What follows belongs to an exercise in optimizing a design on an open flow for small area, a short achievable clock period and few clock cycles per item; a production flow would make more cautious choices.
At most, simulation tests tie the RTL to the original design; equivalence was not proved.

==> 10-14: inputs <==
// friet_ae_32_bits
module friet_ae_32_bits(clk, arstn, din, din_valid, din_ready, dout, dout_valid, dout_ready);
parameter ROUNDS = 1;
input clk;
input arstn;
input [31:0] din;
input din_valid;
output din_ready;
output [31:0] dout;
output dout_valid;
input dout_ready;
localparam [2:0] PH_CMD = 3'd0, PH_SIZE = 3'd1, PH_DATA = 3'd2, PH_PAD0 = 3'd3, PH_ORW = 3'd4;
localparam [2:0] OP_ABS = 3'd1, OP_ENC = 3'd2, OP_DEC = 3'd3, OP_GTAG = 3'd4, OP_VTAG = 3'd5;
localparam [4:0] RC_START = 5'b01111;
localparam [4:0] RC_LAST = (ROUNDS == 1)  ? 5'b11001 :
                           (ROUNDS == 2)  ? 5'b01100 :
                           (ROUNDS == 3)  ? 5'b10110 :
                           (ROUNDS == 4)  ? 5'b01011 :
                           (ROUNDS == 6)  ? 5'b01010 :
                           (ROUNDS == 8)  ? 5'b01110 :
                           (ROUNDS == 12) ? 5'b00001 : 5'b01111;
reg [2:0] phase;
reg [2:0] op;
reg busy;
reg clr;
reg [31:0] ctr;
reg [1:0] widx;
reg [4:0] rc;
reg [383:0] state;
reg [31:0] acc;
reg [31:0] reg_dout;
reg reg_dout_valid;
wire op_abs  = (op == OP_ABS);
wire op_dec  = (op == OP_DEC);
wire op_gtag = (op == OP_GTAG);
wire op_vtag = (op == OP_VTAG);
wire in_data = (phase == PH_DATA);
assign din_ready = (phase == PH_CMD) | (phase == PH_SIZE) | (in_data & ~busy & ~op_gtag);
wire take = din_valid & din_ready;
wire step = in_data & ~busy & (op_gtag ? dout_ready : din_valid);
wire partial = (ctr[31:2] == 30'd0);
wire ctr_four = (ctr[31:2] == 30'd1) & (ctr[1:0] == 2'b00);
wire last = partial | ctr_four;
wire block_end = last | (widx == 2'd3);
reg [31:0] mask;
always @(*) begin
    case ({partial, ctr[1:0]})
        3'b101 : mask = 32'h000000ff;
        3'b110 : mask = 32'h0000ffff;
        3'b111 : mask = 32'h00ffffff;
        default : mask = 32'hffffffff;
    endcase
end
wire fpad0 = op_abs;
reg [31:0] inpad;
always @(*) begin
  ...
make LEC_CHECK=0 CAP_MARGIN=20 CORE_MARGIN=2 CORE_UTILIZATION=40 SLEW_MARGIN=20 finish   # period 5.0 ns
run.sh (not shown) runs the stock make flow with config.mk's settings and CLKGATE_MAP_FILE= SYNTH_SCRIPT=/design/flow/synth_recipe.tcl, a recipe that flattens the netlist after the stock synthesis.
==> 03-03: changes against 10-14 <==
Settings changed: ABC_CLOCK_PERIOD_IN_PS set to 2000, SETUP_SLACK_MARGIN set to 3.0.
==> flow_summary.json <==
{
  "status": "finished clean",
  "register_area_um2": 10500,
  "grtUsageTotal_pct": 25.2,
  "seq_area_share_pct": 29.8,
  "worst_r2r_endpoint": "reg_dout[28]$_DFFE_PN0P_",
  "wl_met3_um": 8080,
  "stdcell_area_um2": 35100,
  "clkbuf_count": 86,
  "numCtsBuffers": 56,
  "synthToLayoutAreaGrowth_pct": 9.61,
  "cp-startpoint": "ctr[12]$_DFFE_PP_"
}
# the run above: 10-14

==> flow_summary.json <==
{
  "synthCells": 3583,
  "worst_r2r_endpoint": "state[116]$_SDFF_PP0_",
  "synthToLayoutAreaGrowth_pct": 24.6,
  "cp-startpoint": "op[2]$_DFFE_PP_",
  "clkbuf_count": 84,
  "register_area_um2": 10500,
  "drt_iter0_markers": 2966,
  "grtUsageTotal_pct": 27.3,
  "grt_max_degree": 171,
  "numCtsBuffers": 57,
  "wl_met3_um": 10600,
  "status": "finished clean",
  "stdcell_area_um2": 39900
}
# the run above: 03-03

No run of this note included a check of the RTL's function; only the layout flow was run.

========
==> 02-27 <==
Another version of the RTL of friet_ae_32_bits (not shown whole).
export LEC_CHECK = 0
export ABC_AREA = 1
export CAP_MARGIN = 20
export CORE_MARGIN = 2
export CORE_UTILIZATION = 40
export SETUP_SLACK_MARGIN = 3.0
export SLEW_MARGIN = 20
create_clock -name core_clock -period 5.0 [get_ports {clk}]
==> 08-19: changes against 02-27 <==
--- a/flow/design.v
+++ b/flow/design.v
@@ -58,81 +58,65 @@
                            (ROUNDS == 2)  ? 5'b01011 :
                            (ROUNDS == 3)  ? 5'b01010 : 5'b01110;
 reg [31:0] din_q;
 reg vld_q;
 reg din_ready_q;
 reg [2:0] room;
-reg start_q;        
 wire take = din_valid & din_ready_q;
 reg cq_noop;        
 reg cq_clear;       
 reg [4:0] cq_op;    
 reg sq_zero;        
 reg sq_gt16;        
 reg sq_rnz;         
 reg [3:0] sq_lastpos;
 reg [2:1] sq_pmask;
 reg [2:0] sq_blkn;
-reg [2:0] sq_amt;      
 wire [3:0] din_low_m1 = din[3:0] - 4'd1;
 wire din_gt16 = (din[31:5] != 27'd0) | (din[4] & (din[3:0] != 4'd0));
-wire [1:0] nm1_small = din_low_m1[3:2];
-wire [3:0] lp_small = {nm1_small == 2'd3, nm1_small == 2'd2, nm1_small == 2'd1, nm1_small == 2'd0};
-wire [2:0] n_small = {1'b0, nm1_small} + 3'd1;
+wire [1:0] din_nm1 = din_gt16 ? 2'd3 : din_low_m1[3:2];
 always @(posedge clk) begin
     din_q <= din;
     cq_noop <= ~((din[7:0] >= 8'h01) & (din[7:0] <= 8'h05));
     cq_clear <= (din[7:0] == 8'h00);
     cq_op <= {din[2:0] == 3'd5, din[2:0] == 3'd4, din[2:0] == 3'd3, din[2:0] == 3'd2, din[2:0] == 3'd1};
     sq_zero <= (din == 32'd0);
     sq_gt16 <= din_gt16;
     sq_rnz <= ~din_gt16 & (din[1:0] != 2'b00);
-    sq_lastpos <= din_gt16 ? 4'b1000 : lp_small;
+    sq_lastpos <= {din_nm1 == 2'd3, din_nm1 == 2'd2, din_nm1 == 2'd1, din_nm1 == 2'd0};
     sq_pmask[1] <= (din[1:0] != 2'b01);
     sq_pmask[2] <= (din[1:0] == 2'b11);
-    sq_blkn <= din_gt16 ? 3'd4 : n_small;
-    sq_amt <= din_gt16 ? 3'd4 : (n_small + 3'd2);
+    sq_blkn <= {1'b0, din_nm1} + 3'd1;
 end
 wire [1:0] inc;
 wire data_grant;
 wire size_grant;
 wire [2:0] data_amt;
-wire [2:0] room_m1 = room - 3'd1;
-wire [2:0] room_p1 = room + 3'd1;
-wire [2:0] room_p2 = room + 3'd2;
+wire [2:0] room_inc = room + {1'b0, inc};
 always @(posedge clk or negedge arstn) begin
     if (arstn == 1'b0) begin
         vld_q <= 1'b0;
-        room <= 3'd0;
-        din_ready_q <= 1'b0;
-        start_q <= 1'b1;
+        room <= 3'd2;
+        din_ready_q <= 1'b1;
     end else begin
-        start_q <= 1'b0;
         vld_q <= take;
-        if (start_q == 1'b1) begin
-            room <= 3'd2;
-        end else if (data_grant == 1'b1 || size_grant == 1'b1) begin
+        if (data_grant == 1'b1 || size_grant == 1'b1) begin
             room <= data_amt;
+        end else if (take == 1'b1) begin
+            room <= room_inc - 3'd1;
         end else begin
-            case ({inc, take})
-                3'b001 : room <= room_m1;
-                3'b010, 3'b101 : room <= room_p1;
-                3'b100 : room <= room_p2;
-                default : room <= room;
-            endcase
+            room <= room_inc;
         end
-        din_ready_q <= start_q | data_grant | size_grant | (inc != 2'b00) | (take ? (room[2:1] != 2'b00) : din_ready_q);
+        din_ready_q <= data_grant | size_grant | (inc != 2'b00) | (take ? (room[2:1] != 2'b00) : din_ready_q);
     end
 end
 assign din_ready = din_ready_q;
-reg p_size, p_data, p_orw;
-wire p_cmd = ~(p_size | p_data | p_orw);
+reg p_cmd, p_size, p_data, p_orw;
 reg o_abs, o_enc, o_dec, o_gtag, o_vtag;
 reg busy;
-reg clr_n;
-wire clr = ~clr_n;   
+reg clr;
 reg pad0_pend;
 reg pad0_abs;       
 reg granted;
 reg dec16_pend;
 reg gblk_done;      
 reg gtag_done;
@@ -203,21 +187,14 @@
 end
 wire last_w = lw_q;
 wire op_last_w = final_blk & lw_q;
 wire [31:0] mask = {{8{bm_q[3]}}, {8{bm_q[2]}}, {8{bm_q[1]}}, 8'hff};
 wire s_idle = ~busy & ~clr & ~pad0_pend;
 wire dstep = vld_q & p_data;
-reg emit_ok_q;
-always @(posedge clk or negedge arstn) begin
-    if (arstn == 1'b0) begin
-        emit_ok_q <= 1'b0;
-    end else begin
-        emit_ok_q <= p_data & o_gtag & s_idle & ~size_step;
-    end
-end
-wire emit = emit_ok_q & p_data & ~busy & ~gblk_done & dout_ready;
+wire emit_ok = p_data & o_gtag & s_idle & ~gblk_done & ~size_step_d;
+wire emit = emit_ok & dout_ready;
 assign adv = dstep | emit;
 reg [31:0] wsel;
 always @(*) begin
     case (widx)
         2'd0 : wsel = state[31:0];
         2'd1 : wsel = state[63:32];
@@ -301,15 +278,15 @@
     end else if (busy == 1'b1 && rc == RC_LAST) begin
         busy <= 1'b0;
     end
 end
 always @(posedge clk or negedge arstn) begin
     if (arstn == 1'b0) begin
-        clr_n <= 1'b0;
+        clr <= 1'b1;
     end else begin
-        clr_n <= ~cmd_clear;
+        clr <= cmd_clear;
     end
 end
 always @(posedge clk or negedge arstn) begin
     if (arstn == 1'b0) begin
         pad0_pend <= 1'b0;
     end else if (cmd_clear == 1'b1) begin
@@ -326,16 +303,18 @@
     end
 end
 wire blk_end = (dstep | emit) & last_w;
 wire op_end = (dstep | emit) & op_last_w;
 always @(posedge clk or negedge arstn) begin
     if (arstn == 1'b0) begin
+        p_cmd <= 1'b1;
         p_size <= 1'b0;
         p_data <= 1'b0;
         p_orw <= 1'b0;
     end else begin
+        p_cmd <= (p_cmd & ~(vld_q & cmd_op)) | (size_step & size_zero) | (op_end & ~o_vtag) | (p_orw & dout_ready);
         p_size <= (p_size & ~vld_q) | (cmd_step & cmd_op);
         p_data <= (p_data & ~op_end) | (size_step & ~size_zero);
         p_orw <= (p_orw & ~dout_ready) | (op_end & o_vtag);
     end
 end
 always @(posedge clk) begin
@@ -396,17 +375,13 @@
         orw_done <= 1'b0;
     end else begin
         gtag_done <= emit & op_last_w;
         orw_done <= p_orw & dout_ready;
     end
 end
-reg [2:0] blk_amt;
-always @(posedge clk) begin
-    blk_amt <= size_step ? (o_vtag ? sq_blkn : sq_amt) : (blk_n + {final_blk & ~o_vtag, 1'b0});
-end
-assign data_amt = size_step ? (o_vtag ? sq_blkn : sq_amt) : blk_amt;
+assign data_amt = size_step ? (sq_blkn + {~sq_gt16 & ~o_vtag, 1'b0}) : (blk_n + {final_blk & ~o_vtag, 1'b0});
 assign inc = {(size_step & sq_zero & ~o_dup) | zpad_en | gtag_done | orw_done, cmd_step & cq_noop};
 wire [31:0] w_m = (o_vtag | o_gtag) ? (wsel & mask) : wsel;
 wire [31:0] w_x = o_gtag ? w_m : (din_q ^ w_m);
 wire [31:0] out_word = (o_enc | o_dec) ? (w_x & mask) : w_x;
 always @(posedge clk) begin
     if (size_step == 1'b1) begin
--- a/flow/config.mk
+++ b/flow/config.mk
@@ -5,9 +5,10 @@
 export SDC_FILE = /design/flow/constraint.sdc
 export NUM_CORES = 4
 export LEC_CHECK = 0
 export ABC_AREA = 1
 export CAP_MARGIN = 20
 export CORE_MARGIN = 2
-export CORE_UTILIZATION = 40
-export SETUP_SLACK_MARGIN = 3.0
+export CORE_UTILIZATION = 55
+export PLACE_DENSITY = 0.7
+export SETUP_SLACK_MARGIN = 2.9
 export SLEW_MARGIN = 20
==> 05-21: changes against 02-27 <==
--- a/flow/design.v
+++ b/flow/design.v
@@ -58,88 +58,51 @@
                            (ROUNDS == 2)  ? 5'b01011 :
                            (ROUNDS == 3)  ? 5'b01010 : 5'b01110;
 reg [31:0] din_q;
 reg vld_q;
 reg din_ready_q;
 reg [2:0] room;
-reg start_q;        
 wire take = din_valid & din_ready_q;
-reg cq_noop;        
-reg cq_clear;       
-reg [4:0] cq_op;    
-reg sq_zero;        
-reg sq_gt16;        
-reg sq_rnz;         
-reg [3:0] sq_lastpos;
-reg [2:1] sq_pmask;
-reg [2:0] sq_blkn;
-reg [2:0] sq_amt;      
-wire [3:0] din_low_m1 = din[3:0] - 4'd1;
-wire din_gt16 = (din[31:5] != 27'd0) | (din[4] & (din[3:0] != 4'd0));
-wire [1:0] nm1_small = din_low_m1[3:2];
-wire [3:0] lp_small = {nm1_small == 2'd3, nm1_small == 2'd2, nm1_small == 2'd1, nm1_small == 2'd0};
-wire [2:0] n_small = {1'b0, nm1_small} + 3'd1;
 always @(posedge clk) begin
     din_q <= din;
-    cq_noop <= ~((din[7:0] >= 8'h01) & (din[7:0] <= 8'h05));
-    cq_clear <= (din[7:0] == 8'h00);
-    cq_op <= {din[2:0] == 3'd5, din[2:0] == 3'd4, din[2:0] == 3'd3, din[2:0] == 3'd2, din[2:0] == 3'd1};
-    sq_zero <= (din == 32'd0);
-    sq_gt16 <= din_gt16;
-    sq_rnz <= ~din_gt16 & (din[1:0] != 2'b00);
-    sq_lastpos <= din_gt16 ? 4'b1000 : lp_small;
-    sq_pmask[1] <= (din[1:0] != 2'b01);
-    sq_pmask[2] <= (din[1:0] == 2'b11);
-    sq_blkn <= din_gt16 ? 3'd4 : n_small;
-    sq_amt <= din_gt16 ? 3'd4 : (n_small + 3'd2);
 end
 wire [1:0] inc;
 wire data_grant;
-wire size_grant;
 wire [2:0] data_amt;
-wire [2:0] room_m1 = room - 3'd1;
-wire [2:0] room_p1 = room + 3'd1;
-wire [2:0] room_p2 = room + 3'd2;
+wire [2:0] room_inc = room + {1'b0, inc};
 always @(posedge clk or negedge arstn) begin
     if (arstn == 1'b0) begin
         vld_q <= 1'b0;
-        room <= 3'd0;
-        din_ready_q <= 1'b0;
-        start_q <= 1'b1;
+        room <= 3'd2;
+        din_ready_q <= 1'b1;
     end else begin
-        start_q <= 1'b0;
         vld_q <= take;
-        if (start_q == 1'b1) begin
-            room <= 3'd2;
-        end else if (data_grant == 1'b1 || size_grant == 1'b1) begin
+        if (data_grant == 1'b1) begin
             room <= data_amt;
+        end else if (take == 1'b1) begin
+            room <= room_inc - 3'd1;
         end else begin
-            case ({inc, take})
-                3'b001 : room <= room_m1;
-                3'b010, 3'b101 : room <= room_p1;
-                3'b100 : room <= room_p2;
-                default : room <= room;
-            endcase
+            room <= room_inc;
         end
-        din_ready_q <= start_q | data_grant | size_grant | (inc != 2'b00) | (take ? (room[2:1] != 2'b00) : din_ready_q);
+        din_ready_q <= data_grant | (inc != 2'b00) | (take ? (room[2:1] != 2'b00) : din_ready_q);
     end
 end
 assign din_ready = din_ready_q;
-reg p_size, p_data, p_orw;
-wire p_cmd = ~(p_size | p_data | p_orw);
+reg p_cmd, p_size, p_data, p_orw;
 reg o_abs, o_enc, o_dec, o_gtag, o_vtag;
 reg busy;
-reg clr_n;
-wire clr = ~clr_n;   
+reg clr;
 reg pad0_pend;
 reg pad0_abs;       
 reg granted;
 reg dec16_pend;
 reg gblk_done;      
 reg gtag_done;
 reg orw_done;
+reg zero_done;
+reg noop_done;
 reg [31:0] ctr;
 reg gt16;           
 reg [1:0] widx;
 reg [4:0] rc;
 reg [383:0] state;
 reg [31:0] acc;
@@ -150,28 +113,25 @@
 wire [3:0] ctr_low_m1 = ctr[3:0] - 4'd1;
 wire [1:0] nm1 = gt16 ? 2'd3 : ctr_low_m1[3:2];
 reg [3:0] lastpos;
 reg [3:1] pmask;
 reg r_nz;           
 reg [2:0] blk_n;
+reg flags_ok;
 reg size_step_d;
+reg size_step_dd;
 always @(posedge clk) begin
-    if (size_step == 1'b1) begin
-        lastpos <= sq_lastpos;
-        pmask[2:1] <= sq_pmask;
-        r_nz <= sq_rnz;
-        blk_n <= sq_blkn;
-    end else begin
-        lastpos <= {nm1 == 2'd3, nm1 == 2'd2, nm1 == 2'd1, nm1 == 2'd0};
-        pmask[1] <= (ctr[1:0] != 2'b01);
-        pmask[2] <= (ctr[1:0] == 2'b11);
-        r_nz <= ~gt16 & (ctr[1:0] != 2'b00);
-        blk_n <= {1'b0, nm1} + 3'd1;
-    end
+    lastpos <= {nm1 == 2'd3, nm1 == 2'd2, nm1 == 2'd1, nm1 == 2'd0};
+    pmask[1] <= (ctr[1:0] != 2'b01);
+    pmask[2] <= (ctr[1:0] == 2'b11);
     pmask[3] <= 1'b0;
+    r_nz <= ~gt16 & (ctr[1:0] != 2'b00);
+    blk_n <= {1'b0, nm1} + 3'd1;
     size_step_d <= size_step;
+    size_step_dd <= size_step_d;
+    flags_ok <= ~size_step & ~size_step_d & ~size_step_dd;
 end
 wire final_blk = ~gt16;
 reg [3:0] widx_1h;
 reg lw_q;
 reg part_q;
 reg [3:1] bm_q;
@@ -203,21 +163,14 @@
 end
 wire last_w = lw_q;
 wire op_last_w = final_blk & lw_q;
 wire [31:0] mask = {{8{bm_q[3]}}, {8{bm_q[2]}}, {8{bm_q[1]}}, 8'hff};
 wire s_idle = ~busy & ~clr & ~pad0_pend;
 wire dstep = vld_q & p_data;
-reg emit_ok_q;
-always @(posedge clk or negedge arstn) begin
-    if (arstn == 1'b0) begin
-        emit_ok_q <= 1'b0;
-    end else begin
-        emit_ok_q <= p_data & o_gtag & s_idle & ~size_step;
-    end
-end
-wire emit = emit_ok_q & p_data & ~busy & ~gblk_done & dout_ready;
+wire emit_ok = p_data & o_gtag & s_idle & ~gblk_done & flags_ok;
+wire emit = emit_ok & dout_ready;
 assign adv = dstep | emit;
 reg [31:0] wsel;
 always @(*) begin
     case (widx)
         2'd0 : wsel = state[31:0];
         2'd1 : wsel = state[63:32];
@@ -284,16 +237,16 @@
     end else begin
         rc <= rc_next;
     end
 end
 wire cmd_step = vld_q & p_cmd;
 wire [7:0] cmd = din_q[7:0];
-wire cmd_clear = cmd_step & cq_clear;
-wire cmd_op = ~cq_noop;
+wire cmd_clear = cmd_step & (cmd == 8'h00);
+wire cmd_op = (cmd >= 8'h01) & (cmd <= 8'h05);
 wire size_step = vld_q & p_size;
-wire size_zero = sq_zero;
+wire size_zero = (din_q == 32'd0);
 always @(posedge clk or negedge arstn) begin
     if (arstn == 1'b0) begin
         busy <= 1'b0;
     end else if (cmd_clear == 1'b1) begin
         busy <= 1'b0;
     end else if (start_perm == 1'b1) begin
@@ -301,15 +254,15 @@
     end else if (busy == 1'b1 && rc == RC_LAST) begin
         busy <= 1'b0;
     end
 end
 always @(posedge clk or negedge arstn) begin
     if (arstn == 1'b0) begin
-        clr_n <= 1'b0;
+        clr <= 1'b1;
     end else begin
-        clr_n <= ~cmd_clear;
+        clr <= cmd_clear;
     end
 end
 always @(posedge clk or negedge arstn) begin
     if (arstn == 1'b0) begin
         pad0_pend <= 1'b0;
     end else if (cmd_clear == 1'b1) begin
@@ -326,28 +279,30 @@
     end
 end
 wire blk_end = (dstep | emit) & last_w;
 wire op_end = (dstep | emit) & op_last_w;
 always @(posedge clk or negedge arstn) begin
     if (arstn == 1'b0) begin
+        p_cmd <= 1'b1;
         p_size <= 1'b0;
         p_data <= 1'b0;
         p_orw <= 1'b0;
     end else begin
+        p_cmd <= (p_cmd & ~(vld_q & cmd_op)) | (size_step & size_zero) | (op_end & ~o_vtag) | (p_orw & dout_ready);
         p_size <= (p_size & ~vld_q) | (cmd_step & cmd_op);
         p_data <= (p_data & ~op_end) | (size_step & ~size_zero);
         p_orw <= (p_orw & ~dout_ready) | (op_end & o_vtag);
     end
 end
 always @(posedge clk) begin
     if (cmd_step == 1'b1) begin
-        o_abs <= cq_op[0];
-        o_enc <= cq_op[1];
-        o_dec <= cq_op[2];
-        o_gtag <= cq_op[3];
-        o_vtag <= cq_op[4];
+        o_abs <= (cmd[2:0] == 3'd1);
+        o_enc <= (cmd[2:0] == 3'd2);
+        o_dec <= (cmd[2:0] == 3'd3);
+        o_gtag <= (cmd[2:0] == 3'd4);
+        o_vtag <= (cmd[2:0] == 3'd5);
     end
 end
 reg borrow_q;
 always @(posedge clk) begin
     if (size_step == 1'b1) begin
         ctr <= din_q;
@@ -357,13 +312,13 @@
         end
         if (borrow_q == 1'b1) begin
             ctr[31:18] <= ctr[31:18] - 14'd1;
         end
     end
     borrow_q <= dec16_pend & (ctr[17:4] == 14'd0);
-    gt16 <= size_step ? sq_gt16 : ((ctr[31:5] != 27'd0) | (ctr[4] & (ctr[3:0] != 4'd0)));
+    gt16 <= (ctr[31:5] != 27'd0) | (ctr[4] & (ctr[3:0] != 4'd0));
 end
 always @(posedge clk or negedge arstn) begin
     if (arstn == 1'b0) begin
         dec16_pend <= 1'b0;
         gblk_done <= 1'b0;
     end else begin
@@ -376,38 +331,37 @@
         widx <= 2'd0;
     end else if (adv == 1'b1) begin
         widx <= last_w ? 2'd0 : widx + 2'd1;
     end
 end
 wire s_ready_soon = ~clr & ~pad0_pend & (~busy | rc == RC_PEN | rc == RC_LAST);
-assign data_grant = p_data & o_data & ~granted & s_ready_soon;
-assign size_grant = size_step & ~sq_zero & o_data & s_ready_soon;
+assign data_grant = p_data & o_data & ~granted & s_ready_soon & flags_ok;
 always @(posedge clk) begin
     if (size_step == 1'b1) begin
-        granted <= size_grant;
+        granted <= 1'b0;
     end else if (dstep == 1'b1 && last_w == 1'b1) begin
         granted <= 1'b0;
     end else if (data_grant == 1'b1) begin
         granted <= 1'b1;
     end
 end
 always @(posedge clk or negedge arstn) begin
     if (arstn == 1'b0) begin
         gtag_done <= 1'b0;
         orw_done <= 1'b0;
+        zero_done <= 1'b0;
+        noop_done <= 1'b0;
     end else begin
         gtag_done <= emit & op_last_w;
         orw_done <= p_orw & dout_ready;
+        zero_done <= size_step & size_zero;
+        noop_done <= cmd_step & ~cmd_op;
     end
 end
-reg [2:0] blk_amt;
-always @(posedge clk) begin
-    blk_amt <= size_step ? (o_vtag ? sq_blkn : sq_amt) : (blk_n + {final_blk & ~o_vtag, 1'b0});
-end
-assign data_amt = size_step ? (o_vtag ? sq_blkn : sq_amt) : blk_amt;
-assign inc = {(size_step & sq_zero & ~o_dup) | zpad_en | gtag_done | orw_done, cmd_step & cq_noop};
+assign data_amt = blk_n + {final_blk & ~o_vtag, 1'b0};
+assign inc = {zero_done | gtag_done | orw_done, noop_done};
 wire [31:0] w_m = (o_vtag | o_gtag) ? (wsel & mask) : wsel;
 wire [31:0] w_x = o_gtag ? w_m : (din_q ^ w_m);
 wire [31:0] out_word = (o_enc | o_dec) ? (w_x & mask) : w_x;
 always @(posedge clk) begin
     if (size_step == 1'b1) begin
         acc <= 32'd0;
--- a/flow/config.mk
+++ b/flow/config.mk
@@ -6,8 +6,8 @@
 export NUM_CORES = 4
 export LEC_CHECK = 0
 export ABC_AREA = 1
 export CAP_MARGIN = 20
 export CORE_MARGIN = 2
 export CORE_UTILIZATION = 40
-export SETUP_SLACK_MARGIN = 3.0
+export SETUP_SLACK_MARGIN = 2.5
 export SLEW_MARGIN = 20
==> qor summary <==
Count of flip-flops and latches: 05-21 599; 08-19 613; 02-27 618
Number of distinct standard cells referenced by the synthesized netlist: 05-21 53; 08-19 50; 02-27 49
Count of buffers not belonging to the clock network in the layout: 05-21 100; 08-19 188; 02-27 286
Cells on worst reg2reg path: 05-21 9; 08-19 9; 02-27 11
Placeable core region: 05-21 83600 sq um; 08-19 61500 sq um; 02-27 86300 sq um
Global Route met3 Usage: 05-21 5.16%; 08-19 9.85%; 02-27 6.52%
Outcome: 05-21 no timing/DRC/antenna violations; 08-19 no timing/DRC/antenna violations; 02-27 no timing/DRC/antenna violations
Number of clock buffers inserted by TritonCTS: 05-21 67; 08-19 72; 02-27 70
Multi-input gate area in the final layout: 05-21 18500 sq um; 08-19 19500 sq um; 02-27 21200 sq um
Endpoint type of the worst setup path: 05-21 flip-flop; 08-19 output pin; 02-27 output pin
Antenna cells: 05-21 1; 08-19 4; 02-27 3
Final critical-path setup slack: 05-21 2.45 ns; 08-19 2.72 ns; 02-27 2.86 ns
Finished Core Util: 05-21 44.6%; 08-19 63.9%; 02-27 50.0%
# Taps: 05-21 1080; 08-19 790; 02-27 1155
HPWL reported at the end of detailed placement: 05-21 98200 microns; 08-19 91000 microns; 02-27 95700 microns
Testbench counts of 08-19, summed over its fixed seeds: cycles 192,210, bytes 106,199.
For 02-27 and 05-21, only the layout was checked, not whether the RTL still works.

==> static timing again, ports no longer ideal <==
How much do the figures lean on ideal ports? The routed layouts below were timed once more, with nothing changed but the port constraints. Step 1 sets driving cells, clkbuf_16 on the clock port and buf_2 on the other inputs (assumed; they add their load-dependent delay and slew). Step 2 moves the port delays by t, midway between the first and last clock arrival at a register: inputs arrive t later, outputs are due t later. That takes back most of the time a late clock gives input paths. a / b / c = ideal / step 1 / step 2; a / b = the first two.
| run | t (ns) | slack for setup (ns) | worst hold slack (ns) | worst setup path after step 2 | clock arrival spread, ns |
|---|---|---|---|---|---|
| 10-14 | 0.688 | 1.425 / 1.393 / 0.766 | 0.471 / 0.471 / 0.471 | input to register | 0.013 / 0.013 |
| 03-03 | 0.689 | 2.149 / 2.089 / 1.794 | 0.434 / 0.395 / 0.468 | input to register | 0.027 / 0.027 |
| 02-27 | 0.682 | 2.859 / 2.792 / 2.337 | 0.405 / 0.405 / 0.405 | input to register | 0.034 / 0.035 |
| 08-19 | 0.700 | 2.724 / 2.658 / 2.323 | 0.404 / 0.404 / 0.404 | input to register | 0.026 / 0.026 |
| 05-21 | 0.692 | 2.452 / 2.452 / 2.062 | 0.357 / 0.357 / 0.357 | input to register | 0.034 / 0.034 |
After both steps setup and hold are still met in every run listed. For 10-14, which loses most, drivers alone change the setup slack by -0.032 ns; drivers and shift together by -0.659 ns.
